What follows belongs to an exercise in optimizing a design on an open flow for small area; a production flow would make more cautious choices.
The RTL was checked by simulation tests, not by an equivalence proof against the original design.
Power and IR drop assume default switching activity.

==> flow/design.v (outline; a module is shown in full before it is edited, if it fits) <==
// module IKAOPLL_srlatch: 14 lines
// module IKAOPLL_dlatch: 10 lines
// module IKAOPLL_sr: 26 lines
// module IKAOPLL_timinggen: 112 lines
// module IKAOPLL_reg: 274 lines
// module IKAOPLL_rw_synchronizer: 47 lines
// module IKAOPLL_d9reg: 21 lines
// module IKAOPLL_instrom: 226 lines
// module IKAOPLL_lfo: 72 lines
// module IKAOPLL_pg: 208 lines
// module IKAOPLL_eg: 280 lines
// module IKAOPLL_op: 175 lines
// module IKAOPLL_logsinrom: 101 lines
// module IKAOPLL_exprom: 104 lines
// module IKAOPLL_dac: 65 lines
// module IKAOPLL: 234 lines
// module ikaopll_top: 51 lines
module ikaopll_top (
    input   wire                i_EMUCLK,
    input   wire                i_phiM_PCEN_n,
    input   wire                i_IC_n,
    input   wire                i_ALTPATCH_EN,
    input   wire                i_CS_n,
    input   wire                i_WR_n,
    input   wire                i_A0,
    input   wire        [7:0]   i_D,
    output  wire        [1:0]   o_D,
    output  wire                o_D_OE,
    output  wire                o_DAC_EN_MO,
    output  wire                o_DAC_EN_RO,
    output  wire                o_IMP_NOFLUC_SIGN,
    output  wire        [7:0]   o_IMP_NOFLUC_MAG,
    output  wire signed [9:0]   o_IMP_FLUC_SIGNED_MO,
    output  wire signed [9:0]   o_IMP_FLUC_SIGNED_RO,
    input   wire signed [4:0]   i_ACC_SIGNED_MOVOL,
    input   wire signed [4:0]   i_ACC_SIGNED_ROVOL,
    output  wire                o_ACC_SIGNED_STRB,
    output  wire signed [15:0]  o_ACC_SIGNED
);
  // ...
==> flow/run.sh <==
#!/bin/bash
# synth_recipe.tcl (not shown) runs the flow's synth.tcl, then flattens the netlist and writes it again
# the make line also repeats each setting of config.mk as NAME=value (left out here)
make -C /OpenROAD-flow-scripts/flow DESIGN_CONFIG=/design/flow/config.mk WORK_HOME=/design/flow/orfs CLKGATE_MAP_FILE= SYNTH_SCRIPT=/design/flow/synth_recipe.tcl finish
==> flow/config.mk <==
export PLATFORM = sky130hd
export DESIGN_NAME = ikaopll_top
export DESIGN_NICKNAME = ikaopll_top
export VERILOG_FILES = /design/flow/design.v
export SDC_FILE = /design/flow/constraint.sdc
export NUM_CORES = 4
export LEC_CHECK = 0
export ABC_AREA = 1
export CAP_MARGIN = 20
export CORE_MARGIN = 2
export CORE_UTILIZATION = 60
export CTS_CLUSTER_DIAMETER = 100
export CTS_CLUSTER_SIZE = 20
export SLEW_MARGIN = 20
==> flow/constraint.sdc <==
create_clock -name core_clock -period 10.0 [get_ports {i_EMUCLK}]
set_input_delay 2.0000 -clock core_clock [delete_from_list [all_inputs] [get_ports {i_EMUCLK}]]
set_output_delay 2.0000 -clock core_clock [all_outputs]
set_load 0.01 [all_outputs]
==> out/metrics.yaml, run 1 <==
pwr:
  p_clk_share_pct: 18.3
  pg_clk_mw: 3.45
  p_seq_share_pct: 41.8
  p_seq_mw: 7.89
timing:
  setup_ws_ns: 1.91
  setup_violations: 0
  tightest_slew_ns: 1.08
  slew_headroom_pct: 28.3
yosys:
  synth_nets: 6003
  synthFlopType: "edfxtp_1"
  yosysTopAreaCellShare_pct: 60.3
  synthAdderAreaFrac_pct: 6.66
  yosys.area_share.simple_pct: 12.3
  post-synth-top-count-cell: "edfxtp_1"
  yosysSeqAreaShare_pct: 64.4
  syn_inst: 5681
  synth_cell_types: 78
global_routing:
  grt_util_met2_pct: 41.7
  grt.busiest_layer: "met2"
status:
  status: "no timing/DRC/antenna violations"
routing:
  first_pass_iters: 6
  num_vias: 41900
  drc_errors: 0
  drt_iter0_drc: 4886
critical_path:
  critPathTopFamily: "adder cells"
  worst_ep_arrival_time_ns: 8.51
  crit_buf_inv: 5
die:
  taps: 1403
  initial_core_util_pct: 60.6
place:
  port-buffer-count: 75
  dpl.cell_count: 7037
clock_network:
  cts.htree.levels: 3
  cts_tree: "done"
finish:
  nMultiInputCombCells: 3403
  largest_register: "u_opll.u_PG.u_cyc4r_cyc18r_phase_sr.sr"
  n_antenna_cell: 1
  final_common_cell: "edfxtp_1"
  clock_cell_area_share_pct: 3.43
  final_cells: 7171
worst_hold_path:
  hold_class: "register to register"
==> module IKAOPLL_instrom, before the edit <==
module IKAOPLL_instrom #(parameter INSTROM_STYLE = 0) (
    input   wire            i_EMUCLK,
    input   wire            i_phi1_PCEN_n,  
    input   wire            i_ALTPATCH_EN,
    input   wire    [3:0]   i_INST_ADDR,
    input   wire            i_BD0_SEL, i_HH_SEL, i_TT_SEL, i_BD1_SEL, i_SD_SEL, i_TC_SEL,
    input   wire            i_MnC_SEL,  
    output  wire    [5:0]   o_TL_ROM,
    output  wire            o_DC_ROM, o_DM_ROM,
    output  wire    [2:0]   o_FB_ROM,
    output  wire            o_AM_ROM, o_PM_ROM, o_ETYP_ROM, o_KSR_ROM,
    output  wire    [3:0]   o_MUL_ROM,
    output  wire    [1:0]   o_KSL_ROM,
    output  wire    [3:0]   o_AR_ROM, o_DR_ROM, o_SL_ROM, o_RR_ROM
);
reg             altpatch_en_z;
always @(posedge i_EMUCLK) if(!i_phi1_PCEN_n) altpatch_en_z <= i_ALTPATCH_EN;
wire            percussion_sel = |{i_BD0_SEL, i_HH_SEL, i_TT_SEL, i_BD1_SEL, i_SD_SEL, i_TC_SEL};
reg     [5:0]   mem_addr;
always @(*) begin
    if(percussion_sel) begin
        case({i_BD0_SEL, i_HH_SEL, i_TT_SEL, i_BD1_SEL, i_SD_SEL, i_TC_SEL})
            6'b100000: mem_addr = {altpatch_en_z, 1'b1, 4'h0};
            6'b010000: mem_addr = {altpatch_en_z, 1'b1, 4'h1};
            6'b001000: mem_addr = {altpatch_en_z, 1'b1, 4'h2};
            6'b000100: mem_addr = {altpatch_en_z, 1'b1, 4'h3};
            6'b000010: mem_addr = {altpatch_en_z, 1'b1, 4'h4};
            6'b000001: mem_addr = {altpatch_en_z, 1'b1, 4'h5};
            default:   mem_addr = {altpatch_en_z, 1'b1, 4'hF};
        endcase
    end
    else begin
        mem_addr = {altpatch_en_z, 1'b0, i_INST_ADDR};
    end
end
reg     [62:0]  mem_q;
generate
if(INSTROM_STYLE == 0) begin
wire    [5:0]   mem_addr_z = mem_addr;
always @(*) begin
    case(mem_addr_z)
        6'h00: mem_q = 63'b000000_0_0_000_00_00_00_00_00000000_0000_00000000_00000000_00000000_00000000;
        6'h01: mem_q = 63'b011110_1_0_111_00_11_11_10_00010001_0000_11010111_00001000_00000001_00000111;
        6'h02: mem_q = 63'b011010_0_1_101_00_01_00_10_00110001_0000_11011111_10000111_00100001_00110011;
        6'h03: mem_q = 63'b011001_0_0_000_00_00_00_10_00110001_1000_11111100_00100100_00010010_00010011;
        6'h04: mem_q = 63'b001110_0_0_111_00_01_11_10_00010001_0000_10100110_10000100_01110010_00000111;
        6'h05: mem_q = 63'b011110_0_0_110_00_00_11_10_00100001_0000_11100111_00000110_00000010_00001000;
        6'h06: mem_q = 63'b010110_0_0_101_00_00_11_10_00010010_0000_11100111_00000001_00000001_00001000;
        6'h07: mem_q = 63'b011101_0_0_111_00_01_11_00_00010001_0000_10001000_00100001_00010000_00000111;
        6'h08: mem_q = 63'b101101_1_0_100_00_00_11_00_00110001_0000_10100111_00100010_00000000_00000111;
        6'h09: mem_q = 63'b011011_0_0_110_00_11_11_00_00010001_0000_01100110_01000101_00010001_00000111;
        6'h0A: mem_q = 63'b001011_1_1_000_00_11_01_00_00010001_0000_10001111_01010111_01110000_00010111;
        6'h0B: mem_q = 63'b000011_1_0_001_00_00_00_10_00110001_1000_11111110_10100100_00010000_00000100;
        6'h0C: mem_q = 63'b100100_0_0_111_01_01_00_10_01110001_0000_11111111_10001000_00100001_00100010;
        6'h0D: mem_q = 63'b001100_0_0_101_00_11_10_01_00010000_0000_11001111_00100101_00100100_00000010;
        6'h0E: mem_q = 63'b010101_0_0_011_00_00_00_00_00010001_0100_11001001_10010101_00000000_00110010;
        6'h0F: mem_q = 63'b001001_0_0_011_00_11_10_00_00010001_1000_11111110_00010100_01000001_00000011;
        6'h10: mem_q = 63'b011000_0_1_111_00_00_00_00_00010000_0000_11010000_11110000_01100000_10100000;  
        6'h11: mem_q = 63'b000000_0_0_000_00_00_00_00_00010000_0000_11000000_10000000_10100000_01110000;  
        6'h12: mem_q = 63'b000000_0_0_000_00_00_00_00_01010000_0000_11110000_10000000_01010000_10010000;  
        6'h13: mem_q = 63'b000000_0_0_000_00_00_00_00_00000001_0000_00001111_00001000_00000110_00001101;  
        6'h14: mem_q = 63'b000000_0_0_000_00_00_00_00_00000001_0000_00001101_00001000_00000100_00001000;  
        6'h15: mem_q = 63'b000000_0_0_000_00_00_00_00_00000001_0000_00001010_00001010_00000101_00000101;  
        6'h16: mem_q = 63'b000000_0_0_000_00_00_00_00_00000000_0000_00000000_00000000_00000000_00000000;
        6'h17: mem_q = 63'b000000_0_0_000_00_00_00_00_00000000_0000_00000000_00000000_00000000_00000000;
        6'h18: mem_q = 63'b000000_0_0_000_00_00_00_00_00000000_0000_00000000_00000000_00000000_00000000;
        6'h19: mem_q = 63'b000000_0_0_000_00_00_00_00_00000000_0000_00000000_00000000_00000000_00000000;
        6'h1A: mem_q = 63'b000000_0_0_000_00_00_00_00_00000000_0000_00000000_00000000_00000000_00000000;
        6'h1B: mem_q = 63'b000000_0_0_000_00_00_00_00_00000000_0000_00000000_00000000_00000000_00000000;
        6'h1C: mem_q = 63'b000000_0_0_000_00_00_00_00_00000000_0000_00000000_00000000_00000000_00000000;
        6'h1D: mem_q = 63'b000000_0_0_000_00_00_00_00_00000000_0000_00000000_00000000_00000000_00000000;
        6'h1E: mem_q = 63'b000000_0_0_000_00_00_00_00_00000000_0000_00000000_00000000_00000000_00000000;
        6'h1F: mem_q = 63'b000000_0_0_000_00_00_00_00_00000000_0000_00000000_00000000_00000000_00000000;
        6'h20: mem_q = 63'b000000_0_0_000_00_00_00_00_00000000_0000_00000000_00000000_00000000_00000000;
        6'h21: mem_q = 63'b000101_0_0_110_00_00_01_00_00110001_0000_11101000_10000001_01000010_00100111;
        6'h22: mem_q = 63'b010100_0_1_101_00_01_00_10_00110001_0000_11011111_10000110_00100001_00110010;
        6'h23: mem_q = 63'b001000_0_1_000_00_00_00_11_00010001_0000_11111011_10100010_00100001_00000010;
        6'h24: mem_q = 63'b001100_0_0_111_00_01_11_10_00010001_0000_10100110_10000100_01100010_00010111;
        6'h25: mem_q = 63'b011110_0_0_110_00_00_11_10_00100001_0000_11100111_00010110_00000010_00011000;
        6'h26: mem_q = 63'b000110_0_0_000_00_00_00_00_00100001_0000_10101110_00110010_11111111_01000100;
        6'h27: mem_q = 63'b011101_0_0_111_00_01_11_00_00010001_0000_10001000_00100001_00010000_00010111;
        6'h28: mem_q = 63'b100010_1_0_111_00_00_11_00_00110001_0000_10100111_00100010_00000001_00010111;
        6'h29: mem_q = 63'b100101_0_0_000_00_00_10_11_01010001_0000_01000111_00000011_01110000_00100001;
        6'h2A: mem_q = 63'b001111_0_1_111_10_00_10_10_01010001_0000_10101010_10000101_01010000_00010010;
        6'h2B: mem_q = 63'b100100_0_0_111_01_01_00_10_01110001_0000_11111111_10001000_00100001_00100010;
        6'h2C: mem_q = 63'b010001_0_0_110_00_10_11_10_00010011_0000_01100111_01010100_00010001_10000110;
        6'h2D: mem_q = 63'b010011_0_0_101_00_00_00_00_00010010_1100_11001001_10010101_00000000_00110010;
        6'h2E: mem_q = 63'b001100_0_0_000_00_11_11_00_00010011_0000_10011100_01000000_00111111_00110110;
        6'h2F: mem_q = 63'b001101_0_0_000_00_01_11_01_00010010_0000_11001101_00010101_01010000_01100110;
        6'h30: mem_q = 63'b011000_0_1_111_00_00_00_00_00010000_0000_11010000_11110000_01100000_10100000;  
        6'h31: mem_q = 63'b000000_0_0_000_00_00_00_00_00010000_0000_11000000_10000000_10100000_01110000;  
        6'h32: mem_q = 63'b000000_0_0_000_00_00_00_00_01010000_0000_11110000_10000000_01010000_10010000;  
        6'h33: mem_q = 63'b000000_0_0_000_00_00_00_00_00000001_0000_00001111_00001000_00000110_00001101;  
        6'h34: mem_q = 63'b000000_0_0_000_00_00_00_00_00000001_0000_00001101_00001000_00000100_00001000;  
        6'h35: mem_q = 63'b000000_0_0_000_00_00_00_00_00000001_0000_00001010_00001010_00000101_00000101;  
        6'h36: mem_q = 63'b000000_0_0_000_00_00_00_00_00000000_0000_00000000_00000000_00000000_00000000;
        6'h37: mem_q = 63'b000000_0_0_000_00_00_00_00_00000000_0000_00000000_00000000_00000000_00000000;
        6'h38: mem_q = 63'b000000_0_0_000_00_00_00_00_00000000_0000_00000000_00000000_00000000_00000000;
        6'h39: mem_q = 63'b000000_0_0_000_00_00_00_00_00000000_0000_00000000_00000000_00000000_00000000;
        6'h3A: mem_q = 63'b000000_0_0_000_00_00_00_00_00000000_0000_00000000_00000000_00000000_00000000;
        6'h3B: mem_q = 63'b000000_0_0_000_00_00_00_00_00000000_0000_00000000_00000000_00000000_00000000;
        6'h3C: mem_q = 63'b000000_0_0_000_00_00_00_00_00000000_0000_00000000_00000000_00000000_00000000;
        6'h3D: mem_q = 63'b000000_0_0_000_00_00_00_00_00000000_0000_00000000_00000000_00000000_00000000;
        6'h3E: mem_q = 63'b000000_0_0_000_00_00_00_00_00000000_0000_00000000_00000000_00000000_00000000;
        6'h3F: mem_q = 63'b000000_0_0_000_00_00_00_00_00000000_0000_00000000_00000000_00000000_00000000;
    endcase
end
end
else if(INSTROM_STYLE == 1) begin
reg     [62:0]  inst_q;
reg     [62:0]  perc_q;
reg             ipsel;  
always @(posedge i_EMUCLK) if(!i_phi1_PCEN_n) ipsel <= mem_addr[4];  
always @(*) mem_q = ipsel ? perc_q : inst_q;
always @(posedge i_EMUCLK) if(!i_phi1_PCEN_n) begin
    case({mem_addr[5], mem_addr[3:0]})
        5'h00: inst_q <= 63'b000000_0_0_000_00_00_00_00_00000000_0000_00000000_00000000_00000000_00000000;
        5'h01: inst_q <= 63'b011110_1_0_111_00_11_11_10_00010001_0000_11010111_00001000_00000001_00000111;
        5'h02: inst_q <= 63'b011010_0_1_101_00_01_00_10_00110001_0000_11011111_10000111_00100001_00110011;
        5'h03: inst_q <= 63'b011001_0_0_000_00_00_00_10_00110001_1000_11111100_00100100_00010010_00010011;
        5'h04: inst_q <= 63'b001110_0_0_111_00_01_11_10_00010001_0000_10100110_10000100_01110010_00000111;
        5'h05: inst_q <= 63'b011110_0_0_110_00_00_11_10_00100001_0000_11100111_00000110_00000010_00001000;
        5'h06: inst_q <= 63'b010110_0_0_101_00_00_11_10_00010010_0000_11100111_00000001_00000001_00001000;
        5'h07: inst_q <= 63'b011101_0_0_111_00_01_11_00_00010001_0000_10001000_00100001_00010000_00000111;
        5'h08: inst_q <= 63'b101101_1_0_100_00_00_11_00_00110001_0000_10100111_00100010_00000000_00000111;
        5'h09: inst_q <= 63'b011011_0_0_110_00_11_11_00_00010001_0000_01100110_01000101_00010001_00000111;
        5'h0A: inst_q <= 63'b001011_1_1_000_00_11_01_00_00010001_0000_10001111_01010111_01110000_00010111;
        5'h0B: inst_q <= 63'b000011_1_0_001_00_00_00_10_00110001_1000_11111110_10100100_00010000_00000100;
        5'h0C: inst_q <= 63'b100100_0_0_111_01_01_00_10_01110001_0000_11111111_10001000_00100001_00100010;
        5'h0D: inst_q <= 63'b001100_0_0_101_00_11_10_01_00010000_0000_11001111_00100101_00100100_00000010;
        5'h0E: inst_q <= 63'b010101_0_0_011_00_00_00_00_00010001_0100_11001001_10010101_00000000_00110010;
        5'h0F: inst_q <= 63'b001001_0_0_011_00_11_10_00_00010001_1000_11111110_00010100_01000001_00000011;
        5'h10: inst_q <= 63'b000000_0_0_000_00_00_00_00_00000000_0000_00000000_00000000_00000000_00000000;
        5'h11: inst_q <= 63'b000101_0_0_110_00_00_01_00_00110001_0000_11101000_10000001_01000010_00100111;
        5'h12: inst_q <= 63'b010100_0_1_101_00_01_00_10_00110001_0000_11011111_10000110_00100001_00110010;
        5'h13: inst_q <= 63'b001000_0_1_000_00_00_00_11_00010001_0000_11111011_10100010_00100001_00000010;
        5'h14: inst_q <= 63'b001100_0_0_111_00_01_11_10_00010001_0000_10100110_10000100_01100010_00010111;
        5'h15: inst_q <= 63'b011110_0_0_110_00_00_11_10_00100001_0000_11100111_00010110_00000010_00011000;
        5'h16: inst_q <= 63'b000110_0_0_000_00_00_00_00_00100001_0000_10101110_00110010_11111111_01000100;
        5'h17: inst_q <= 63'b011101_0_0_111_00_01_11_00_00010001_0000_10001000_00100001_00010000_00010111;
        5'h18: inst_q <= 63'b100010_1_0_111_00_00_11_00_00110001_0000_10100111_00100010_00000001_00010111;
        5'h19: inst_q <= 63'b100101_0_0_000_00_00_10_11_01010001_0000_01000111_00000011_01110000_00100001;
        5'h1A: inst_q <= 63'b001111_0_1_111_10_00_10_10_01010001_0000_10101010_10000101_01010000_00010010;
        5'h1B: inst_q <= 63'b100100_0_0_111_01_01_00_10_01110001_0000_11111111_10001000_00100001_00100010;
        5'h1C: inst_q <= 63'b010001_0_0_110_00_10_11_10_00010011_0000_01100111_01010100_00010001_10000110;
        5'h1D: inst_q <= 63'b010011_0_0_101_00_00_00_00_00010010_1100_11001001_10010101_00000000_00110010;
        5'h1E: inst_q <= 63'b001100_0_0_000_00_11_11_00_00010011_0000_10011100_01000000_00111111_00110110;
        5'h1F: inst_q <= 63'b001101_0_0_000_00_01_11_01_00010010_0000_11001101_00010101_01010000_01100110;
    endcase
    case(mem_addr[2:0])
        3'h0:  perc_q <= 63'b011000_0_1_111_00_00_00_00_00010000_0000_11010000_11110000_01100000_10100000;  
        3'h1:  perc_q <= 63'b000000_0_0_000_00_00_00_00_00010000_0000_11000000_10000000_10100000_01110000;  
        3'h2:  perc_q <= 63'b000000_0_0_000_00_00_00_00_01010000_0000_11110000_10000000_01010000_10010000;  
        3'h3:  perc_q <= 63'b000000_0_0_000_00_00_00_00_00000001_0000_00001111_00001000_00000110_00001101;  
        3'h4:  perc_q <= 63'b000000_0_0_000_00_00_00_00_00000001_0000_00001101_00001000_00000100_00001000;  
        3'h5:  perc_q <= 63'b000000_0_0_000_00_00_00_00_00000001_0000_00001010_00001010_00000101_00000101;  
        default: perc_q <= 63'b000000_0_0_000_00_00_00_00_00000000_0000_00000000_00000000_00000000_00000000;  
    endcase
end
end
else if(INSTROM_STYLE == 2) begin
always @(posedge i_EMUCLK) if(!i_phi1_PCEN_n) begin
    case(mem_addr)
        6'h01: mem_q <= 63'b011110_1_0_111_00_11_11_10_00010001_0000_11010111_00001000_00000001_00000111;
        6'h02: mem_q <= 63'b011010_0_1_101_00_01_00_10_00110001_0000_11011111_10000111_00100001_00110011;
        6'h03: mem_q <= 63'b011001_0_0_000_00_00_00_10_00110001_1000_11111100_00100100_00010010_00010011;
        6'h04: mem_q <= 63'b001110_0_0_111_00_01_11_10_00010001_0000_10100110_10000100_01110010_00000111;
        6'h05: mem_q <= 63'b011110_0_0_110_00_00_11_10_00100001_0000_11100111_00000110_00000010_00001000;
        6'h06: mem_q <= 63'b010110_0_0_101_00_00_11_10_00010010_0000_11100111_00000001_00000001_00001000;
        6'h07: mem_q <= 63'b011101_0_0_111_00_01_11_00_00010001_0000_10001000_00100001_00010000_00000111;
        6'h08: mem_q <= 63'b101101_1_0_100_00_00_11_00_00110001_0000_10100111_00100010_00000000_00000111;
        6'h09: mem_q <= 63'b011011_0_0_110_00_11_11_00_00010001_0000_01100110_01000101_00010001_00000111;
        6'h0A: mem_q <= 63'b001011_1_1_000_00_11_01_00_00010001_0000_10001111_01010111_01110000_00010111;
        6'h0B: mem_q <= 63'b000011_1_0_001_00_00_00_10_00110001_1000_11111110_10100100_00010000_00000100;
        6'h0C: mem_q <= 63'b100100_0_0_111_01_01_00_10_01110001_0000_11111111_10001000_00100001_00100010;
        6'h0D: mem_q <= 63'b001100_0_0_101_00_11_10_01_00010000_0000_11001111_00100101_00100100_00000010;
        6'h0E: mem_q <= 63'b010101_0_0_011_00_00_00_00_00010001_0100_11001001_10010101_00000000_00110010;
        6'h0F: mem_q <= 63'b001001_0_0_011_00_11_10_00_00010001_1000_11111110_00010100_01000001_00000011;
        6'h10: mem_q <= 63'b011000_0_1_111_00_00_00_00_00010000_0000_11010000_11110000_01100000_10100000;  
        6'h11: mem_q <= 63'b000000_0_0_000_00_00_00_00_00010000_0000_11000000_10000000_10100000_01110000;  
        6'h12: mem_q <= 63'b000000_0_0_000_00_00_00_00_01010000_0000_11110000_10000000_01010000_10010000;  
        6'h13: mem_q <= 63'b000000_0_0_000_00_00_00_00_00000001_0000_00001111_00001000_00000110_00001101;  
        6'h14: mem_q <= 63'b000000_0_0_000_00_00_00_00_00000001_0000_00001101_00001000_00000100_00001000;  
        6'h15: mem_q <= 63'b000000_0_0_000_00_00_00_00_00000001_0000_00001010_00001010_00000101_00000101;  
        6'h21: mem_q <= 63'b000101_0_0_110_00_00_01_00_00110001_0000_11101000_10000001_01000010_00100111;
        6'h22: mem_q <= 63'b010100_0_1_101_00_01_00_10_00110001_0000_11011111_10000110_00100001_00110010;
        6'h23: mem_q <= 63'b001000_0_1_000_00_00_00_11_00010001_0000_11111011_10100010_00100001_00000010;
        6'h24: mem_q <= 63'b001100_0_0_111_00_01_11_10_00010001_0000_10100110_10000100_01100010_00010111;
        6'h25: mem_q <= 63'b011110_0_0_110_00_00_11_10_00100001_0000_11100111_00010110_00000010_00011000;
        6'h26: mem_q <= 63'b000110_0_0_000_00_00_00_00_00100001_0000_10101110_00110010_11111111_01000100;
        6'h27: mem_q <= 63'b011101_0_0_111_00_01_11_00_00010001_0000_10001000_00100001_00010000_00010111;
        6'h28: mem_q <= 63'b100010_1_0_111_00_00_11_00_00110001_0000_10100111_00100010_00000001_00010111;
        6'h29: mem_q <= 63'b100101_0_0_000_00_00_10_11_01010001_0000_01000111_00000011_01110000_00100001;
        6'h2A: mem_q <= 63'b001111_0_1_111_10_00_10_10_01010001_0000_10101010_10000101_01010000_00010010;
        6'h2B: mem_q <= 63'b100100_0_0_111_01_01_00_10_01110001_0000_11111111_10001000_00100001_00100010;
        6'h2C: mem_q <= 63'b010001_0_0_110_00_10_11_10_00010011_0000_01100111_01010100_00010001_10000110;
        6'h2D: mem_q <= 63'b010011_0_0_101_00_00_00_00_00010010_1100_11001001_10010101_00000000_00110010;
        6'h2E: mem_q <= 63'b001100_0_0_000_00_11_11_00_00010011_0000_10011100_01000000_00111111_00110110;
        6'h2F: mem_q <= 63'b001101_0_0_000_00_01_11_01_00010010_0000_11001101_00010101_01010000_01100110;
        6'h30: mem_q <= 63'b011000_0_1_111_00_00_00_00_00010000_0000_11010000_11110000_01100000_10100000;  
        6'h31: mem_q <= 63'b000000_0_0_000_00_00_00_00_00010000_0000_11000000_10000000_10100000_01110000;  
        6'h32: mem_q <= 63'b000000_0_0_000_00_00_00_00_01010000_0000_11110000_10000000_01010000_10010000;  
        6'h33: mem_q <= 63'b000000_0_0_000_00_00_00_00_00000001_0000_00001111_00001000_00000110_00001101;  
        6'h34: mem_q <= 63'b000000_0_0_000_00_00_00_00_00000001_0000_00001101_00001000_00000100_00001000;  
        6'h35: mem_q <= 63'b000000_0_0_000_00_00_00_00_00000001_0000_00001010_00001010_00000101_00000101;  
        default: mem_q <= 63'b000000_0_0_000_00_00_00_00_00000000_0000_00000000_00000000_00000000_00000000;   
    endcase
end
end
endgenerate
wire            m_nc_sel_z = i_MnC_SEL;
assign  o_RR_ROM   = m_nc_sel_z ? mem_q[7:4] : mem_q[3:0];
assign  o_SL_ROM   = m_nc_sel_z ? mem_q[15:12] : mem_q[11:8];
assign  o_DR_ROM   = m_nc_sel_z ? mem_q[23:20] : mem_q[19:16];
assign  o_AR_ROM   = m_nc_sel_z ? mem_q[31:28] : mem_q[27:24];
assign  o_KSL_ROM  = m_nc_sel_z ? mem_q[35:34] : mem_q[33:32];
assign  o_MUL_ROM  = m_nc_sel_z ? mem_q[43:40] : mem_q[39:36];
assign  o_KSR_ROM  = m_nc_sel_z ? mem_q[45] : mem_q[44];
assign  o_ETYP_ROM = m_nc_sel_z ? mem_q[47] : mem_q[46];
assign  o_PM_ROM   = m_nc_sel_z ? mem_q[49] : mem_q[48];
assign  o_AM_ROM   = m_nc_sel_z ? mem_q[51] : mem_q[50];
assign  o_FB_ROM   = mem_q[54:52];
assign  o_DM_ROM   = mem_q[55];
assign  o_DC_ROM   = mem_q[56];
assign  o_TL_ROM   = mem_q[62:57];
endmodule
==> module IKAOPLL_dac, before the edit <==
module IKAOPLL_dac (
    input   wire            i_EMUCLK,  
    input   wire            i_RST_n,
    input   wire            i_phi1_NCEN_n,  
    input   wire            i_DAC_EN, i_CYCLE_03, i_ACC_STRB_WINDOW, i_MO_CTRL, i_RO_CTRL, i_INHIBIT_FDBK,
    input   wire            i_RHYTHM_EN,
    output  wire    [8:0]   o_REG_TEST_SNDDATA,
    input   wire    [8:0]   i_DAC_OPDATA,
    output  wire                o_DAC_EN_MO,
    output  wire                o_DAC_EN_RO,
    output  wire                o_IMP_NOFLUC_SIGN,
    output  wire        [7:0]   o_IMP_NOFLUC_MAG,
    output  wire signed [9:0]   o_IMP_FLUC_SIGNED_MO,    
    output  wire signed [9:0]   o_IMP_FLUC_SIGNED_RO,
    input   wire signed [4:0]   i_ACC_SIGNED_MOVOL,
    input   wire signed [4:0]   i_ACC_SIGNED_ROVOL,
    output  wire                o_ACC_SIGNED_STRB,
    output  reg  signed [15:0]  o_ACC_SIGNED
);
wire            emuclk = i_EMUCLK;
wire            phi1ncen_n = i_phi1_NCEN_n;
wire            perc_sr_shift_n = ~(~i_RHYTHM_EN | i_RO_CTRL) & i_RST_n;
wire    [8:0]   perc_sr_q;
wire    [8:0]   perc_sr_d = i_INHIBIT_FDBK ? ((i_RHYTHM_EN & i_RST_n) ? perc_sr_q : 9'd0) : i_DAC_OPDATA;
IKAOPLL_sr #(.WIDTH(9), .LENGTH(5)) u_percussion_sr
(.i_EMUCLK(emuclk), .i_CEN_n(phi1ncen_n | perc_sr_shift_n), .i_D(perc_sr_d), .o_Q_LAST(perc_sr_q),
 .o_Q_TAP0(), .o_Q_TAP1(), .o_Q_TAP2());
reg     [8:0]   snddata_signmag;
assign  o_REG_TEST_SNDDATA = snddata_signmag;
always @(posedge emuclk) if(!phi1ncen_n) begin
    snddata_signmag[8] <= perc_sr_d[8];
    snddata_signmag[7:0] <= perc_sr_d[8] ? ~perc_sr_d[7:0] : perc_sr_d[7:0];
end
reg             mo_ctrl_z, ro_ctrl_z;
wire            fm_dac_en = mo_ctrl_z & i_DAC_EN;
wire            perc_dac_en = ro_ctrl_z & i_DAC_EN;
assign  o_DAC_EN_MO = fm_dac_en;
assign  o_DAC_EN_RO = perc_dac_en;
always @(posedge emuclk) if(!phi1ncen_n) begin
    mo_ctrl_z <= i_MO_CTRL;
    ro_ctrl_z <= i_RO_CTRL;
end
assign  o_IMP_NOFLUC_SIGN = snddata_signmag[8];
assign  o_IMP_NOFLUC_MAG = snddata_signmag[7:0];
wire signed [9:0]   dac_out = snddata_signmag[8] ? {2'b11, ~snddata_signmag[7:0]}: {2'b00, snddata_signmag[7:0]} + 10'b1;
wire signed [9:0]   dac_zlv = snddata_signmag[8] ? 10'h3FF : 10'h1;  
assign  o_IMP_FLUC_SIGNED_MO = fm_dac_en   ? dac_out : dac_zlv;
assign  o_IMP_FLUC_SIGNED_RO = perc_dac_en ? dac_out : dac_zlv;
wire        [2:0]   cyc0_dly = {i_CYCLE_03, 2'b00};
reg                 dac_acc_en;
reg signed  [16:0]  dac_acc;
always @(posedge emuclk) if(!phi1ncen_n) begin
    dac_acc_en <= ~i_INHIBIT_FDBK;
    if(cyc0_dly[2]) begin
        dac_acc <= 17'sd0;
             if(dac_acc >  17'sd32767) o_ACC_SIGNED <= 16'sd32767;
        else if(dac_acc < -17'sd32768) o_ACC_SIGNED <= -16'sd32768;
        else o_ACC_SIGNED <= dac_acc[15:0];
    end
    else begin if(dac_acc_en) begin
        dac_acc <= dac_acc + ($signed(snddata_signmag[8] ? {1'b1, ~snddata_signmag[7:0]} : {1'b0, snddata_signmag[7:0]}) * (ro_ctrl_z ? i_ACC_SIGNED_ROVOL : i_ACC_SIGNED_MOVOL));
    end end
end
assign  o_ACC_SIGNED_STRB = i_ACC_STRB_WINDOW;
endmodule
==> run 2: changes to the inputs <==
--- a/flow/design.v
+++ b/flow/design.v
@@ -520,213 +520,71 @@
 reg             altpatch_en_z;
 always @(posedge i_EMUCLK) if(!i_phi1_PCEN_n) altpatch_en_z <= i_ALTPATCH_EN;
 wire            percussion_sel = |{i_BD0_SEL, i_HH_SEL, i_TT_SEL, i_BD1_SEL, i_SD_SEL, i_TC_SEL};
-reg     [5:0]   mem_addr;
-always @(*) begin
-    if(percussion_sel) begin
-        case({i_BD0_SEL, i_HH_SEL, i_TT_SEL, i_BD1_SEL, i_SD_SEL, i_TC_SEL})
-            6'b100000: mem_addr = {altpatch_en_z, 1'b1, 4'h0};
-            6'b010000: mem_addr = {altpatch_en_z, 1'b1, 4'h1};
-            6'b001000: mem_addr = {altpatch_en_z, 1'b1, 4'h2};
-            6'b000100: mem_addr = {altpatch_en_z, 1'b1, 4'h3};
-            6'b000010: mem_addr = {altpatch_en_z, 1'b1, 4'h4};
-            6'b000001: mem_addr = {altpatch_en_z, 1'b1, 4'h5};
-            default:   mem_addr = {altpatch_en_z, 1'b1, 4'hF};
-        endcase
-    end
-    else begin
-        mem_addr = {altpatch_en_z, 1'b0, i_INST_ADDR};
-    end
-end
 reg     [62:0]  mem_q;
-generate
-if(INSTROM_STYLE == 0) begin
-wire    [5:0]   mem_addr_z = mem_addr;
 always @(*) begin
-    case(mem_addr_z)
-        6'h00: mem_q = 63'b000000_0_0_000_00_00_00_00_00000000_0000_00000000_00000000_00000000_00000000;
-        6'h01: mem_q = 63'b011110_1_0_111_00_11_11_10_00010001_0000_11010111_00001000_00000001_00000111;
-        6'h02: mem_q = 63'b011010_0_1_101_00_01_00_10_00110001_0000_11011111_10000111_00100001_00110011;
-        6'h03: mem_q = 63'b011001_0_0_000_00_00_00_10_00110001_1000_11111100_00100100_00010010_00010011;
-        6'h04: mem_q = 63'b001110_0_0_111_00_01_11_10_00010001_0000_10100110_10000100_01110010_00000111;
-        6'h05: mem_q = 63'b011110_0_0_110_00_00_11_10_00100001_0000_11100111_00000110_00000010_00001000;
-        6'h06: mem_q = 63'b010110_0_0_101_00_00_11_10_00010010_0000_11100111_00000001_00000001_00001000;
-        6'h07: mem_q = 63'b011101_0_0_111_00_01_11_00_00010001_0000_10001000_00100001_00010000_00000111;
-        6'h08: mem_q = 63'b101101_1_0_100_00_00_11_00_00110001_0000_10100111_00100010_00000000_00000111;
-        6'h09: mem_q = 63'b011011_0_0_110_00_11_11_00_00010001_0000_01100110_01000101_00010001_00000111;
-        6'h0A: mem_q = 63'b001011_1_1_000_00_11_01_00_00010001_0000_10001111_01010111_01110000_00010111;
-        6'h0B: mem_q = 63'b000011_1_0_001_00_00_00_10_00110001_1000_11111110_10100100_00010000_00000100;
-        6'h0C: mem_q = 63'b100100_0_0_111_01_01_00_10_01110001_0000_11111111_10001000_00100001_00100010;
-        6'h0D: mem_q = 63'b001100_0_0_101_00_11_10_01_00010000_0000_11001111_00100101_00100100_00000010;
-        6'h0E: mem_q = 63'b010101_0_0_011_00_00_00_00_00010001_0100_11001001_10010101_00000000_00110010;
-        6'h0F: mem_q = 63'b001001_0_0_011_00_11_10_00_00010001_1000_11111110_00010100_01000001_00000011;
-        6'h10: mem_q = 63'b011000_0_1_111_00_00_00_00_00010000_0000_11010000_11110000_01100000_10100000;  
-        6'h11: mem_q = 63'b000000_0_0_000_00_00_00_00_00010000_0000_11000000_10000000_10100000_01110000;  
-        6'h12: mem_q = 63'b000000_0_0_000_00_00_00_00_01010000_0000_11110000_10000000_01010000_10010000;  
-        6'h13: mem_q = 63'b000000_0_0_000_00_00_00_00_00000001_0000_00001111_00001000_00000110_00001101;  
-        6'h14: mem_q = 63'b000000_0_0_000_00_00_00_00_00000001_0000_00001101_00001000_00000100_00001000;  
-        6'h15: mem_q = 63'b000000_0_0_000_00_00_00_00_00000001_0000_00001010_00001010_00000101_00000101;  
-        6'h16: mem_q = 63'b000000_0_0_000_00_00_00_00_00000000_0000_00000000_00000000_00000000_00000000;
-        6'h17: mem_q = 63'b000000_0_0_000_00_00_00_00_00000000_0000_00000000_00000000_00000000_00000000;
-        6'h18: mem_q = 63'b000000_0_0_000_00_00_00_00_00000000_0000_00000000_00000000_00000000_00000000;
-        6'h19: mem_q = 63'b000000_0_0_000_00_00_00_00_00000000_0000_00000000_00000000_00000000_00000000;
-        6'h1A: mem_q = 63'b000000_0_0_000_00_00_00_00_00000000_0000_00000000_00000000_00000000_00000000;
-        6'h1B: mem_q = 63'b000000_0_0_000_00_00_00_00_00000000_0000_00000000_00000000_00000000_00000000;
-        6'h1C: mem_q = 63'b000000_0_0_000_00_00_00_00_00000000_0000_00000000_00000000_00000000_00000000;
-        6'h1D: mem_q = 63'b000000_0_0_000_00_00_00_00_00000000_0000_00000000_00000000_00000000_00000000;
-        6'h1E: mem_q = 63'b000000_0_0_000_00_00_00_00_00000000_0000_00000000_00000000_00000000_00000000;
-        6'h1F: mem_q = 63'b000000_0_0_000_00_00_00_00_00000000_0000_00000000_00000000_00000000_00000000;
-        6'h20: mem_q = 63'b000000_0_0_000_00_00_00_00_00000000_0000_00000000_00000000_00000000_00000000;
-        6'h21: mem_q = 63'b000101_0_0_110_00_00_01_00_00110001_0000_11101000_10000001_01000010_00100111;
-        6'h22: mem_q = 63'b010100_0_1_101_00_01_00_10_00110001_0000_11011111_10000110_00100001_00110010;
-        6'h23: mem_q = 63'b001000_0_1_000_00_00_00_11_00010001_0000_11111011_10100010_00100001_00000010;
-        6'h24: mem_q = 63'b001100_0_0_111_00_01_11_10_00010001_0000_10100110_10000100_01100010_00010111;
-        6'h25: mem_q = 63'b011110_0_0_110_00_00_11_10_00100001_0000_11100111_00010110_00000010_00011000;
-        6'h26: mem_q = 63'b000110_0_0_000_00_00_00_00_00100001_0000_10101110_00110010_11111111_01000100;
-        6'h27: mem_q = 63'b011101_0_0_111_00_01_11_00_00010001_0000_10001000_00100001_00010000_00010111;
-        6'h28: mem_q = 63'b100010_1_0_111_00_00_11_00_00110001_0000_10100111_00100010_00000001_00010111;
-        6'h29: mem_q = 63'b100101_0_0_000_00_00_10_11_01010001_0000_01000111_00000011_01110000_00100001;
-        6'h2A: mem_q = 63'b001111_0_1_111_10_00_10_10_01010001_0000_10101010_10000101_01010000_00010010;
-        6'h2B: mem_q = 63'b100100_0_0_111_01_01_00_10_01110001_0000_11111111_10001000_00100001_00100010;
-        6'h2C: mem_q = 63'b010001_0_0_110_00_10_11_10_00010011_0000_01100111_01010100_00010001_10000110;
-        6'h2D: mem_q = 63'b010011_0_0_101_00_00_00_00_00010010_1100_11001001_10010101_00000000_00110010;
-        6'h2E: mem_q = 63'b001100_0_0_000_00_11_11_00_00010011_0000_10011100_01000000_00111111_00110110;
-        6'h2F: mem_q = 63'b001101_0_0_000_00_01_11_01_00010010_0000_11001101_00010101_01010000_01100110;
-        6'h30: mem_q = 63'b011000_0_1_111_00_00_00_00_00010000_0000_11010000_11110000_01100000_10100000;  
-        6'h31: mem_q = 63'b000000_0_0_000_00_00_00_00_00010000_0000_11000000_10000000_10100000_01110000;  
-        6'h32: mem_q = 63'b000000_0_0_000_00_00_00_00_01010000_0000_11110000_10000000_01010000_10010000;  
-        6'h33: mem_q = 63'b000000_0_0_000_00_00_00_00_00000001_0000_00001111_00001000_00000110_00001101;  
-        6'h34: mem_q = 63'b000000_0_0_000_00_00_00_00_00000001_0000_00001101_00001000_00000100_00001000;  
-        6'h35: mem_q = 63'b000000_0_0_000_00_00_00_00_00000001_0000_00001010_00001010_00000101_00000101;  
-        6'h36: mem_q = 63'b000000_0_0_000_00_00_00_00_00000000_0000_00000000_00000000_00000000_00000000;
-        6'h37: mem_q = 63'b000000_0_0_000_00_00_00_00_00000000_0000_00000000_00000000_00000000_00000000;
-        6'h38: mem_q = 63'b000000_0_0_000_00_00_00_00_00000000_0000_00000000_00000000_00000000_00000000;
-        6'h39: mem_q = 63'b000000_0_0_000_00_00_00_00_00000000_0000_00000000_00000000_00000000_00000000;
-        6'h3A: mem_q = 63'b000000_0_0_000_00_00_00_00_00000000_0000_00000000_00000000_00000000_00000000;
-        6'h3B: mem_q = 63'b000000_0_0_000_00_00_00_00_00000000_0000_00000000_00000000_00000000_00000000;
-        6'h3C: mem_q = 63'b000000_0_0_000_00_00_00_00_00000000_0000_00000000_00000000_00000000_00000000;
-        6'h3D: mem_q = 63'b000000_0_0_000_00_00_00_00_00000000_0000_00000000_00000000_00000000_00000000;
-        6'h3E: mem_q = 63'b000000_0_0_000_00_00_00_00_00000000_0000_00000000_00000000_00000000_00000000;
-        6'h3F: mem_q = 63'b000000_0_0_000_00_00_00_00_00000000_0000_00000000_00000000_00000000_00000000;
-    endcase
-end
-end
-else if(INSTROM_STYLE == 1) begin
-reg     [62:0]  inst_q;
-reg     [62:0]  perc_q;
-reg             ipsel;  
-always @(posedge i_EMUCLK) if(!i_phi1_PCEN_n) ipsel <= mem_addr[4];  
-always @(*) mem_q = ipsel ? perc_q : inst_q;
-always @(posedge i_EMUCLK) if(!i_phi1_PCEN_n) begin
-    case({mem_addr[5], mem_addr[3:0]})
-        5'h00: inst_q <= 63'b000000_0_0_000_00_00_00_00_00000000_0000_00000000_00000000_00000000_00000000;
-        5'h01: inst_q <= 63'b011110_1_0_111_00_11_11_10_00010001_0000_11010111_00001000_00000001_00000111;
-        5'h02: inst_q <= 63'b011010_0_1_101_00_01_00_10_00110001_0000_11011111_10000111_00100001_00110011;
-        5'h03: inst_q <= 63'b011001_0_0_000_00_00_00_10_00110001_1000_11111100_00100100_00010010_00010011;
-        5'h04: inst_q <= 63'b001110_0_0_111_00_01_11_10_00010001_0000_10100110_10000100_01110010_00000111;
-        5'h05: inst_q <= 63'b011110_0_0_110_00_00_11_10_00100001_0000_11100111_00000110_00000010_00001000;
-        5'h06: inst_q <= 63'b010110_0_0_101_00_00_11_10_00010010_0000_11100111_00000001_00000001_00001000;
-        5'h07: inst_q <= 63'b011101_0_0_111_00_01_11_00_00010001_0000_10001000_00100001_00010000_00000111;
-        5'h08: inst_q <= 63'b101101_1_0_100_00_00_11_00_00110001_0000_10100111_00100010_00000000_00000111;
-        5'h09: inst_q <= 63'b011011_0_0_110_00_11_11_00_00010001_0000_01100110_01000101_00010001_00000111;
-        5'h0A: inst_q <= 63'b001011_1_1_000_00_11_01_00_00010001_0000_10001111_01010111_01110000_00010111;
-        5'h0B: inst_q <= 63'b000011_1_0_001_00_00_00_10_00110001_1000_11111110_10100100_00010000_00000100;
-        5'h0C: inst_q <= 63'b100100_0_0_111_01_01_00_10_01110001_0000_11111111_10001000_00100001_00100010;
-        5'h0D: inst_q <= 63'b001100_0_0_101_00_11_10_01_00010000_0000_11001111_00100101_00100100_00000010;
-        5'h0E: inst_q <= 63'b010101_0_0_011_00_00_00_00_00010001_0100_11001001_10010101_00000000_00110010;
-        5'h0F: inst_q <= 63'b001001_0_0_011_00_11_10_00_00010001_1000_11111110_00010100_01000001_00000011;
-        5'h10: inst_q <= 63'b000000_0_0_000_00_00_00_00_00000000_0000_00000000_00000000_00000000_00000000;
-        5'h11: inst_q <= 63'b000101_0_0_110_00_00_01_00_00110001_0000_11101000_10000001_01000010_00100111;
-        5'h12: inst_q <= 63'b010100_0_1_101_00_01_00_10_00110001_0000_11011111_10000110_00100001_00110010;
-        5'h13: inst_q <= 63'b001000_0_1_000_00_00_00_11_00010001_0000_11111011_10100010_00100001_00000010;
-        5'h14: inst_q <= 63'b001100_0_0_111_00_01_11_10_00010001_0000_10100110_10000100_01100010_00010111;
-        5'h15: inst_q <= 63'b011110_0_0_110_00_00_11_10_00100001_0000_11100111_00010110_00000010_00011000;
-        5'h16: inst_q <= 63'b000110_0_0_000_00_00_00_00_00100001_0000_10101110_00110010_11111111_01000100;
-        5'h17: inst_q <= 63'b011101_0_0_111_00_01_11_00_00010001_0000_10001000_00100001_00010000_00010111;
-        5'h18: inst_q <= 63'b100010_1_0_111_00_00_11_00_00110001_0000_10100111_00100010_00000001_00010111;
-        5'h19: inst_q <= 63'b100101_0_0_000_00_00_10_11_01010001_0000_01000111_00000011_01110000_00100001;
-        5'h1A: inst_q <= 63'b001111_0_1_111_10_00_10_10_01010001_0000_10101010_10000101_01010000_00010010;
-        5'h1B: inst_q <= 63'b100100_0_0_111_01_01_00_10_01110001_0000_11111111_10001000_00100001_00100010;
-        5'h1C: inst_q <= 63'b010001_0_0_110_00_10_11_10_00010011_0000_01100111_01010100_00010001_10000110;
-        5'h1D: inst_q <= 63'b010011_0_0_101_00_00_00_00_00010010_1100_11001001_10010101_00000000_00110010;
-        5'h1E: inst_q <= 63'b001100_0_0_000_00_11_11_00_00010011_0000_10011100_01000000_00111111_00110110;
-        5'h1F: inst_q <= 63'b001101_0_0_000_00_01_11_01_00010010_0000_11001101_00010101_01010000_01100110;
-    endcase
-    case(mem_addr[2:0])
-        3'h0:  perc_q <= 63'b011000_0_1_111_00_00_00_00_00010000_0000_11010000_11110000_01100000_10100000;  
-        3'h1:  perc_q <= 63'b000000_0_0_000_00_00_00_00_00010000_0000_11000000_10000000_10100000_01110000;  
-        3'h2:  perc_q <= 63'b000000_0_0_000_00_00_00_00_01010000_0000_11110000_10000000_01010000_10010000;  
-        3'h3:  perc_q <= 63'b000000_0_0_000_00_00_00_00_00000001_0000_00001111_00001000_00000110_00001101;  
-        3'h4:  perc_q <= 63'b000000_0_0_000_00_00_00_00_00000001_0000_00001101_00001000_00000100_00001000;  
-        3'h5:  perc_q <= 63'b000000_0_0_000_00_00_00_00_00000001_0000_00001010_00001010_00000101_00000101;  
-        default: perc_q <= 63'b000000_0_0_000_00_00_00_00_00000000_0000_00000000_00000000_00000000_00000000;  
-    endcase
-end
-end
-else if(INSTROM_STYLE == 2) begin
-always @(posedge i_EMUCLK) if(!i_phi1_PCEN_n) begin
-    case(mem_addr)
-        6'h01: mem_q <= 63'b011110_1_0_111_00_11_11_10_00010001_0000_11010111_00001000_00000001_00000111;
-        6'h02: mem_q <= 63'b011010_0_1_101_00_01_00_10_00110001_0000_11011111_10000111_00100001_00110011;
-        6'h03: mem_q <= 63'b011001_0_0_000_00_00_00_10_00110001_1000_11111100_00100100_00010010_00010011;
-        6'h04: mem_q <= 63'b001110_0_0_111_00_01_11_10_00010001_0000_10100110_10000100_01110010_00000111;
-        6'h05: mem_q <= 63'b011110_0_0_110_00_00_11_10_00100001_0000_11100111_00000110_00000010_00001000;
-        6'h06: mem_q <= 63'b010110_0_0_101_00_00_11_10_00010010_0000_11100111_00000001_00000001_00001000;
-        6'h07: mem_q <= 63'b011101_0_0_111_00_01_11_00_00010001_0000_10001000_00100001_00010000_00000111;
-        6'h08: mem_q <= 63'b101101_1_0_100_00_00_11_00_00110001_0000_10100111_00100010_00000000_00000111;
-        6'h09: mem_q <= 63'b011011_0_0_110_00_11_11_00_00010001_0000_01100110_01000101_00010001_00000111;
-        6'h0A: mem_q <= 63'b001011_1_1_000_00_11_01_00_00010001_0000_10001111_01010111_01110000_00010111;
-        6'h0B: mem_q <= 63'b000011_1_0_001_00_00_00_10_00110001_1000_11111110_10100100_00010000_00000100;
-        6'h0C: mem_q <= 63'b100100_0_0_111_01_01_00_10_01110001_0000_11111111_10001000_00100001_00100010;
-        6'h0D: mem_q <= 63'b001100_0_0_101_00_11_10_01_00010000_0000_11001111_00100101_00100100_00000010;
-        6'h0E: mem_q <= 63'b010101_0_0_011_00_00_00_00_00010001_0100_11001001_10010101_00000000_00110010;
-        6'h0F: mem_q <= 63'b001001_0_0_011_00_11_10_00_00010001_1000_11111110_00010100_01000001_00000011;
-        6'h10: mem_q <= 63'b011000_0_1_111_00_00_00_00_00010000_0000_11010000_11110000_01100000_10100000;  
-        6'h11: mem_q <= 63'b000000_0_0_000_00_00_00_00_00010000_0000_11000000_10000000_10100000_01110000;  
-        6'h12: mem_q <= 63'b000000_0_0_000_00_00_00_00_01010000_0000_11110000_10000000_01010000_10010000;  
-        6'h13: mem_q <= 63'b000000_0_0_000_00_00_00_00_00000001_0000_00001111_00001000_00000110_00001101;  
-        6'h14: mem_q <= 63'b000000_0_0_000_00_00_00_00_00000001_0000_00001101_00001000_00000100_00001000;  
-        6'h15: mem_q <= 63'b000000_0_0_000_00_00_00_00_00000001_0000_00001010_00001010_00000101_00000101;  
-        6'h21: mem_q <= 63'b000101_0_0_110_00_00_01_00_00110001_0000_11101000_10000001_01000010_00100111;
-        6'h22: mem_q <= 63'b010100_0_1_101_00_01_00_10_00110001_0000_11011111_10000110_00100001_00110010;
-        6'h23: mem_q <= 63'b001000_0_1_000_00_00_00_11_00010001_0000_11111011_10100010_00100001_00000010;
-        6'h24: mem_q <= 63'b001100_0_0_111_00_01_11_10_00010001_0000_10100110_10000100_01100010_00010111;
-        6'h25: mem_q <= 63'b011110_0_0_110_00_00_11_10_00100001_0000_11100111_00010110_00000010_00011000;
-        6'h26: mem_q <= 63'b000110_0_0_000_00_00_00_00_00100001_0000_10101110_00110010_11111111_01000100;
-        6'h27: mem_q <= 63'b011101_0_0_111_00_01_11_00_00010001_0000_10001000_00100001_00010000_00010111;
-        6'h28: mem_q <= 63'b100010_1_0_111_00_00_11_00_00110001_0000_10100111_00100010_00000001_00010111;
-        6'h29: mem_q <= 63'b100101_0_0_000_00_00_10_11_01010001_0000_01000111_00000011_01110000_00100001;
-        6'h2A: mem_q <= 63'b001111_0_1_111_10_00_10_10_01010001_0000_10101010_10000101_01010000_00010010;
-        6'h2B: mem_q <= 63'b100100_0_0_111_01_01_00_10_01110001_0000_11111111_10001000_00100001_00100010;
-        6'h2C: mem_q <= 63'b010001_0_0_110_00_10_11_10_00010011_0000_01100111_01010100_00010001_10000110;
-        6'h2D: mem_q <= 63'b010011_0_0_101_00_00_00_00_00010010_1100_11001001_10010101_00000000_00110010;
-        6'h2E: mem_q <= 63'b001100_0_0_000_00_11_11_00_00010011_0000_10011100_01000000_00111111_00110110;
-        6'h2F: mem_q <= 63'b001101_0_0_000_00_01_11_01_00010010_0000_11001101_00010101_01010000_01100110;
-        6'h30: mem_q <= 63'b011000_0_1_111_00_00_00_00_00010000_0000_11010000_11110000_01100000_10100000;  
-        6'h31: mem_q <= 63'b000000_0_0_000_00_00_00_00_00010000_0000_11000000_10000000_10100000_01110000;  
-        6'h32: mem_q <= 63'b000000_0_0_000_00_00_00_00_01010000_0000_11110000_10000000_01010000_10010000;  
-        6'h33: mem_q <= 63'b000000_0_0_000_00_00_00_00_00000001_0000_00001111_00001000_00000110_00001101;  
-        6'h34: mem_q <= 63'b000000_0_0_000_00_00_00_00_00000001_0000_00001101_00001000_00000100_00001000;  
-        6'h35: mem_q <= 63'b000000_0_0_000_00_00_00_00_00000001_0000_00001010_00001010_00000101_00000101;  
-        default: mem_q <= 63'b000000_0_0_000_00_00_00_00_00000000_0000_00000000_00000000_00000000_00000000;   
-    endcase
-end
-end
-endgenerate
-wire            m_nc_sel_z = i_MnC_SEL;
-assign  o_RR_ROM   = m_nc_sel_z ? mem_q[7:4] : mem_q[3:0];
-assign  o_SL_ROM   = m_nc_sel_z ? mem_q[15:12] : mem_q[11:8];
-assign  o_DR_ROM   = m_nc_sel_z ? mem_q[23:20] : mem_q[19:16];
-assign  o_AR_ROM   = m_nc_sel_z ? mem_q[31:28] : mem_q[27:24];
-assign  o_KSL_ROM  = m_nc_sel_z ? mem_q[35:34] : mem_q[33:32];
-assign  o_MUL_ROM  = m_nc_sel_z ? mem_q[43:40] : mem_q[39:36];
-assign  o_KSR_ROM  = m_nc_sel_z ? mem_q[45] : mem_q[44];
-assign  o_ETYP_ROM = m_nc_sel_z ? mem_q[47] : mem_q[46];
-assign  o_PM_ROM   = m_nc_sel_z ? mem_q[49] : mem_q[48];
-assign  o_AM_ROM   = m_nc_sel_z ? mem_q[51] : mem_q[50];
-assign  o_FB_ROM   = mem_q[54:52];
-assign  o_DM_ROM   = mem_q[55];
-assign  o_DC_ROM   = mem_q[56];
-assign  o_TL_ROM   = mem_q[62:57];
+    case({altpatch_en_z, i_INST_ADDR})
+        5'h00: mem_q = 63'b000000000000000000000000000000000000000000000000000000000000000;
+        5'h01: mem_q = 63'b011110101110011111000010001000011010111000010000000000100000111;
+        5'h02: mem_q = 63'b011010011010001001000110001000011011111100001110010000100110011;
+        5'h03: mem_q = 63'b011001000000000001000110001100011111100001001000001001000010011;
+        5'h04: mem_q = 63'b001110001110001111000010001000010100110100001000111001000000111;
+        5'h05: mem_q = 63'b011110001100000111000100001000011100111000001100000001000001000;
+        5'h06: mem_q = 63'b010110001010000111000010010000011100111000000010000000100001000;
+        5'h07: mem_q = 63'b011101001110001110000010001000010001000001000010001000000000111;
+        5'h08: mem_q = 63'b101101101000000110000110001000010100111001000100000000000000111;
+        5'h09: mem_q = 63'b011011001100011110000010001000001100110010001010001000100000111;
+        5'h0A: mem_q = 63'b001011110000011010000010001000010001111010101110111000000010111;
+        5'h0B: mem_q = 63'b000011100010000001000110001100011111110101001000001000000000100;
+        5'h0C: mem_q = 63'b100100001110101001001110001000011111111100010000010000100100010;
+        5'h0D: mem_q = 63'b001100001010011100100010000000011001111001001010010010000000010;
+        5'h0E: mem_q = 63'b010101000110000000000010001010011001001100101010000000000110010;
+        5'h0F: mem_q = 63'b001001000110011100000010001100011111110000101000100000100000011;
+        5'h10: mem_q = 63'b000000000000000000000000000000000000000000000000000000000000000;
+        5'h11: mem_q = 63'b000101001100000010000110001000011101000100000010100001000100111;
+        5'h12: mem_q = 63'b010100011010001001000110001000011011111100001100010000100110010;
+        5'h13: mem_q = 63'b001000010000000001100010001000011111011101000100010000100000010;
+        5'h14: mem_q = 63'b001100001110001111000010001000010100110100001000110001000010111;
+        5'h15: mem_q = 63'b011110001100000111000100001000011100111000101100000001000011000;
+        5'h16: mem_q = 63'b000110000000000000000100001000010101110001100101111111101000100;
+        5'h17: mem_q = 63'b011101001110001110000010001000010001000001000010001000000010111;
+        5'h18: mem_q = 63'b100010101110000110000110001000010100111001000100000000100010111;
+        5'h19: mem_q = 63'b100101000000000101101010001000001000111000000110111000000100001;
+        5'h1A: mem_q = 63'b001111011111000101001010001000010101010100001010101000000010010;
+        5'h1B: mem_q = 63'b100100001110101001001110001000011111111100010000010000100100010;
+        5'h1C: mem_q = 63'b010001001100010111000010011000001100111010101000001000110000110;
+        5'h1D: mem_q = 63'b010011001010000000000010010110011001001100101010000000000110010;
+        5'h1E: mem_q = 63'b001100000000011110000010011000010011100010000000011111100110110;
+        5'h1F: mem_q = 63'b001101000000001110100010010000011001101000101010101000001100110;
+    endcase
+end
+wire    [3:0]   perc_rr = ({4{i_BD0_SEL}} & 4'b1010) | ({4{i_HH_SEL}} & 4'b0111) | ({4{i_TT_SEL}} & 4'b1001) | ({4{i_BD1_SEL}} & 4'b1101) | ({4{i_SD_SEL}} & 4'b1000) | ({4{i_TC_SEL}} & 4'b0101);
+wire    [3:0]   perc_sl = ({4{i_BD0_SEL}} & 4'b0110) | ({4{i_HH_SEL}} & 4'b1010) | ({4{i_TT_SEL}} & 4'b0101) | ({4{i_BD1_SEL}} & 4'b0110) | ({4{i_SD_SEL}} & 4'b0100) | ({4{i_TC_SEL}} & 4'b0101);
+wire    [3:0]   perc_dr = ({4{i_BD0_SEL}} & 4'b1111) | ({4{i_HH_SEL}} & 4'b1000) | ({4{i_TT_SEL}} & 4'b1000) | ({4{i_BD1_SEL}} & 4'b1000) | ({4{i_SD_SEL}} & 4'b1000) | ({4{i_TC_SEL}} & 4'b1010);
+wire    [3:0]   perc_ar = ({4{i_BD0_SEL}} & 4'b1101) | ({4{i_HH_SEL}} & 4'b1100) | ({4{i_TT_SEL}} & 4'b1111) | ({4{i_BD1_SEL}} & 4'b1111) | ({4{i_SD_SEL}} & 4'b1101) | ({4{i_TC_SEL}} & 4'b1010);
+wire    [1:0]   perc_ksl = 2'b0;
+wire    [3:0]   perc_mul = ({4{i_BD0_SEL}} & 4'b0001) | ({4{i_HH_SEL}} & 4'b0001) | ({4{i_TT_SEL}} & 4'b0101) | ({4{i_BD1_SEL}} & 4'b0001) | ({4{i_SD_SEL}} & 4'b0001) | ({4{i_TC_SEL}} & 4'b0001);
+wire    [0:0]   perc_ksr = 1'b0;
+wire    [0:0]   perc_etyp = 1'b0;
+wire    [0:0]   perc_pm = 1'b0;
+wire    [0:0]   perc_am = 1'b0;
+wire    [2:0]   perc_fb = ({3{i_BD0_SEL}} & 3'b111);
+wire    [0:0]   perc_dm = ({1{i_BD0_SEL}} & 1'b1);
+wire    [0:0]   perc_dc = 1'b0;
+wire    [5:0]   perc_tl = ({6{i_BD0_SEL}} & 6'b011000);
+assign  o_RR_ROM = percussion_sel ? perc_rr : (i_MnC_SEL ? mem_q[7:4] : mem_q[3:0]);
+assign  o_SL_ROM = percussion_sel ? perc_sl : (i_MnC_SEL ? mem_q[15:12] : mem_q[11:8]);
+assign  o_DR_ROM = percussion_sel ? perc_dr : (i_MnC_SEL ? mem_q[23:20] : mem_q[19:16]);
+assign  o_AR_ROM = percussion_sel ? perc_ar : (i_MnC_SEL ? mem_q[31:28] : mem_q[27:24]);
+assign  o_KSL_ROM = percussion_sel ? perc_ksl : (i_MnC_SEL ? mem_q[35:34] : mem_q[33:32]);
+assign  o_MUL_ROM = percussion_sel ? perc_mul : (i_MnC_SEL ? mem_q[43:40] : mem_q[39:36]);
+assign  o_KSR_ROM = percussion_sel ? perc_ksr : (i_MnC_SEL ? mem_q[45] : mem_q[44]);
+assign  o_ETYP_ROM = percussion_sel ? perc_etyp : (i_MnC_SEL ? mem_q[47] : mem_q[46]);
+assign  o_PM_ROM = percussion_sel ? perc_pm : (i_MnC_SEL ? mem_q[49] : mem_q[48]);
+assign  o_AM_ROM = percussion_sel ? perc_am : (i_MnC_SEL ? mem_q[51] : mem_q[50]);
+assign  o_FB_ROM = percussion_sel ? perc_fb : mem_q[54:52];
+assign  o_DM_ROM = percussion_sel ? perc_dm : mem_q[55];
+assign  o_DC_ROM = percussion_sel ? perc_dc : mem_q[56];
+assign  o_TL_ROM = percussion_sel ? perc_tl : mem_q[62:57];
 endmodule
 module IKAOPLL_lfo (
     input   wire            i_EMUCLK,  
@@ -1716,9 +1574,29 @@
 wire signed [9:0]   dac_zlv = snddata_signmag[8] ? 10'h3FF : 10'h1;  
 assign  o_IMP_FLUC_SIGNED_MO = fm_dac_en   ? dac_out : dac_zlv;
 assign  o_IMP_FLUC_SIGNED_RO = perc_dac_en ? dac_out : dac_zlv;
+reg signed  [16:0]  dac_acc;
+wire signed [8:0]   acc_x = $signed(snddata_signmag[8] ? {1'b1, ~snddata_signmag[7:0]} : {1'b0, snddata_signmag[7:0]});
+wire        [4:0]   acc_v = ro_ctrl_z ? i_ACC_SIGNED_ROVOL : i_ACC_SIGNED_MOVOL;
+wire        [5:0]   acc_vx = {acc_v, 1'b0};
+wire signed [10:0]  acc_x1 = {{2{acc_x[8]}}, acc_x};
+wire signed [10:0]  acc_x2 = {acc_x[8], acc_x, 1'b0};
+wire        [2:0]   acc_neg, acc_one, acc_two;
+wire signed [10:0]  acc_pp[0:2];
+genvar bd;
+generate
+for(bd = 0; bd < 3; bd = bd + 1) begin : booth_digit
+    wire    [2:0]   b = (bd == 2) ? {acc_vx[5], acc_vx[5:4]} : acc_vx[2*bd+2:2*bd];
+    assign  acc_one[bd] = b[1] ^ b[0];
+    assign  acc_two[bd] = (b[2] & ~b[1] & ~b[0]) | (~b[2] & b[1] & b[0]);
+    assign  acc_neg[bd] = b[2] & ~(b[1] & b[0]);
+    wire signed [10:0] mag = acc_one[bd] ? acc_x1 : acc_two[bd] ? acc_x2 : 11'sd0;
+    assign  acc_pp[bd] = acc_neg[bd] ? ~mag : mag;
+end
+endgenerate
+wire signed [16:0]  dac_acc_next = dac_acc + acc_pp[0] + (acc_pp[1] <<< 2) + (acc_pp[2] <<< 4)
+                                   + $signed({12'd0, acc_neg[2], 1'b0, acc_neg[1], 1'b0, acc_neg[0]});
 wire        [2:0]   cyc0_dly = {i_CYCLE_03, 2'b00};
 reg                 dac_acc_en;
-reg signed  [16:0]  dac_acc;
 always @(posedge emuclk) if(!phi1ncen_n) begin
     dac_acc_en <= ~i_INHIBIT_FDBK;
     if(cyc0_dly[2]) begin
@@ -1728,7 +1606,7 @@
         else o_ACC_SIGNED <= dac_acc[15:0];
     end
     else begin if(dac_acc_en) begin
-        dac_acc <= dac_acc + ($signed(snddata_signmag[8] ? {1'b1, ~snddata_signmag[7:0]} : {1'b0, snddata_signmag[7:0]}) * (ro_ctrl_z ? i_ACC_SIGNED_ROVOL : i_ACC_SIGNED_MOVOL));
+        dac_acc <= dac_acc_next;
     end end
 end
 assign  o_ACC_SIGNED_STRB = i_ACC_STRB_WINDOW;
==> run 2 against run 1 <==
- die area fell by 0.69%
- combinational power fell by 12%
- synthesized cell count did not move
- first-iteration DRC count fell by 11%
- synthesized area fell by 0.70%
- sequential power fell by 2%
- design area fell by 0.68%
- clock skew rose by 0.0088 ns
- critical path type unchanged
- total power fell by 5.3%
- sequential share of layout area rose by 0.41 points
- still clean on timing, DRC and antenna
- global-route usage fell by 0.51 points
- count of clock-buffer cells in the layout rose by 1
==> out/metrics.yaml, run 2 <==
status:
  status: "no timing/DRC/antenna violations"
clock_network:
  cts_setup_buffers: 0
  cts_resized: 0
  cts.htree.levels: 3  # unchanged
  cts_root_buf: "clkbuf_16"
  cts-buffers-inserted: 83
  clk-insertion-delay-late_ns: 0.71
  cts_tree: "done"
  cts.sinks: 1440
  clk_path_buf_depth: 3
  cts_hold_buffers: 0
  cts.clk_slew.worst_paths_ns: 0.08
place:
  dp_hpwl_um: 103000
  place_ws_ns: 1.88
  port-buffer-count: 75  # unchanged
  routabilityCongestion: 0.979
global_routing:
  grt_pass1_vias: 39200
  grt_pass1_wl_um: 226000
  grt_max_degree: 216
  grt_usage_pct: 26.6
  grt_overflow: 0
  antenna_found_initial: 2
die:
  row_count: 120
  die_height_um: 332
  initial_core_util_pct: 60.5  # -0.17 points
  io_pins: 76
  core_area_um2: 107000
  die_area_um2: 110000
  die_x_um: 332
timing:
  setup_ws_ns: 1.82  # -0.0866 ns
  holdWs_ns: 0.333
  fin_crit_ns: 8.18
  hold_viol: 0
  slew_headroom_pct: 24.8  # -3.5 points
  post-route-period-util_pct: 81.8
  fmax_mhz: 122
  drv_slew: 0
  tightest_slew_ns: 1.11  # +0.0383 ns
  rsz0062_at_grt: "no"
  setup_violations: 0  # unchanged
  tns_ns: 0
  clock_skew_ns: 0.0415
critical_path:
  cp-end-kind: "register"
  worst_ep_arrival_time_ns: 8.61  # +0.10 ns
  path_class: "register to register"
  cp_data_required_time_ns: 10.44
  max_stage_delay_ns: 0.52
  crit_top_cell: "nand2_1"
  critPathLaunchType: "register"
  slowest_stage: "fa_1"
  crit_fanout: 17
routing:
  ant_nets: 0
  num_vias: 41600  # -0.77%
  first_pass_iters: 10  # +4
  avgRoutedWirePerCell_um: 20.7
  routed_wl_um: 148000
  viasPerCell: 5.81
  drc_errors: 0  # unchanged
  drt_iter0_drc: 4352  # -11%
yosys:
  synth_cell_types: 73  # -6.4%
  syn_area_um2: 64600
  synth-seq-cells: 1440
  synth_edf_count: 1307
  synthFlopType: "edfxtp_1"
  synth_warnings: 43
  synth_nets: 5967  # -0.60%
  syn_avg_cell_area_um2: 11.4
  synthTopCellsByCount: "1307 x edfxtp_1, 1028 x nand2_1, 581 x inv_1"
  yosysSeqAreaShare_pct: 64.8  # +0.45 points
  synthTopCellsByArea: "edfxtp_1 61%, nand2_1 6.0%, dfxtp_1 4.1%, ha_1 3.9%, o21ai_0 3.5%"
  syn_inst: 5681  # unchanged
  ys_async_sr_fraction_pct: 0
  synth_area_leader_cell: "edfxtp_1"
  post-synth-top-count-cell: "edfxtp_1"
  yosysTopAreaCellShare_pct: 60.7  # +0.42 points
worst_hold_path:
  hold_class: "register to register"
finish:
  top_regs: "u_opll.u_PG.u_cyc4r_cyc18r_phase_sr.sr x285, u_opll.u_EG.u_cyc3r_cyc19r_attnlvreg.sr x119"
  n_antenna_cell: 0  # -1
  largest_register: "u_opll.u_PG.u_cyc4r_cyc18r_phase_sr.sr"
  fin_nets: 5995
  areaGrowthSynthToFinish_pct: 7.10
  multi_input_area_um2: 19600
  largest_reg_flops: 285
  final_cell_mix: "1307 x edfxtp_1, 1028 x nand2_1, 580 x inv_1"
  final_common_cell: "edfxtp_1"
  fill_cells: 8230
  fin_util_pct: 64.8
  regArea_um2: 41900
  layout-drive-gt1-share_pct: 5.04
pwr:
  power.leakage_nw: 26.9
  p_total_mw: 17.9
  pwr_density_cell_nw_per_um2: 259
  vdd_drop_max_uv: 199
run:
  cap_viol_max_count: 0
run 2: worst paths after layout:
check | startpoint | to | slack (ns) | cells after the start
max | u_opll.u_LFO.pm_cntr[2] | register | 1.82 | 45
min | register | register | 0.33 | 0
max reg2reg | u_opll.u_LFO.pm_cntr[2] | register | 1.82 | 45
min reg2reg | register | register | 0.33 | 0
run 2: layer usage:
metal  routed length, um  part of all wire [%]  global-route usage (%)  up-vias
met5                   0                     0                       0        -
met4                5660                   3.8                    9.75        0
met3                9010                   6.1                    3.44      295
met2               67400                    45                    41.3     1457
met1               66200                    45                    38.8    20000
li1                    -                     -                       -    19900
run 2: final cells by class:
type                            instances  area share [%]
Inverter                              632            3.44
Sequential cell                      1440            60.5
Tap cell                             1403            2.54
Clock buffer                          123            3.25
Clock inverter                         11           0.233
Timing Repair Buffer                  115            1.68
Multi-Input combinational cell       3437            28.3
run 2: per-stage QoR:
stage / std cells / instance area, um^2
3_5_place_dp: 7027 / 66800
3_3_place_gp: 7025 / 66800
4_1_cts: 7161 / 69200
2_1_floorplan: 5681 / 64700
6_report: 7161 / 69200
5_1_grt: 7161 / 69200
run 2: cell families (layout without fill, tap and decap cells):
family / after synthesis / count (layout) / share of synthesized area (%)
AO/OA/AOI/OAI: 1151 / 1151 / 9.98
adder cells (fa/ha/maj): 261 / 261 / 5.77
multiplexers: 7 / 7 / 0.108
flip-flops: 1440 / 1440 / 64.8
XOR/XNOR: 148 / 148 / 2.01
buffers and inverters: 804 / 881 / 4.90
AND/OR/NAND/NOR: 1870 / 1870 / 12.4
run 2: worst max-delay path, delay by kind of cell (launching register included):
| family | cells | cell delay, ns |
|---|---|---|
| buffers and inverters | 5 | 0.45 |
| adder cells (fa/ha/maj) | 6 | 2.31 |
| flip-flops | 1 | 0.42 |
| XOR/XNOR | 2 | 0.48 |
| AO/OA/AOI/OAI | 10 | 1.27 |
| AND/OR/NAND/NOR | 22 | 2.94 |
run 2: where the power goes:
part / switching, mW / internal (mW)
clock: 1.87 / 1.58
sequential: 0.306 / 7.47
combinational: 4.51 / 2.16

Re-timed with assumed drivers on the ports (clkbuf_16 on the clock, buf_2 on other inputs), run 2 has 1.824 ns of setup slack against 1.824 ns with ideal ports, and 1.824 ns once port delays also move by the mid clock arrival of 0.760 ns.
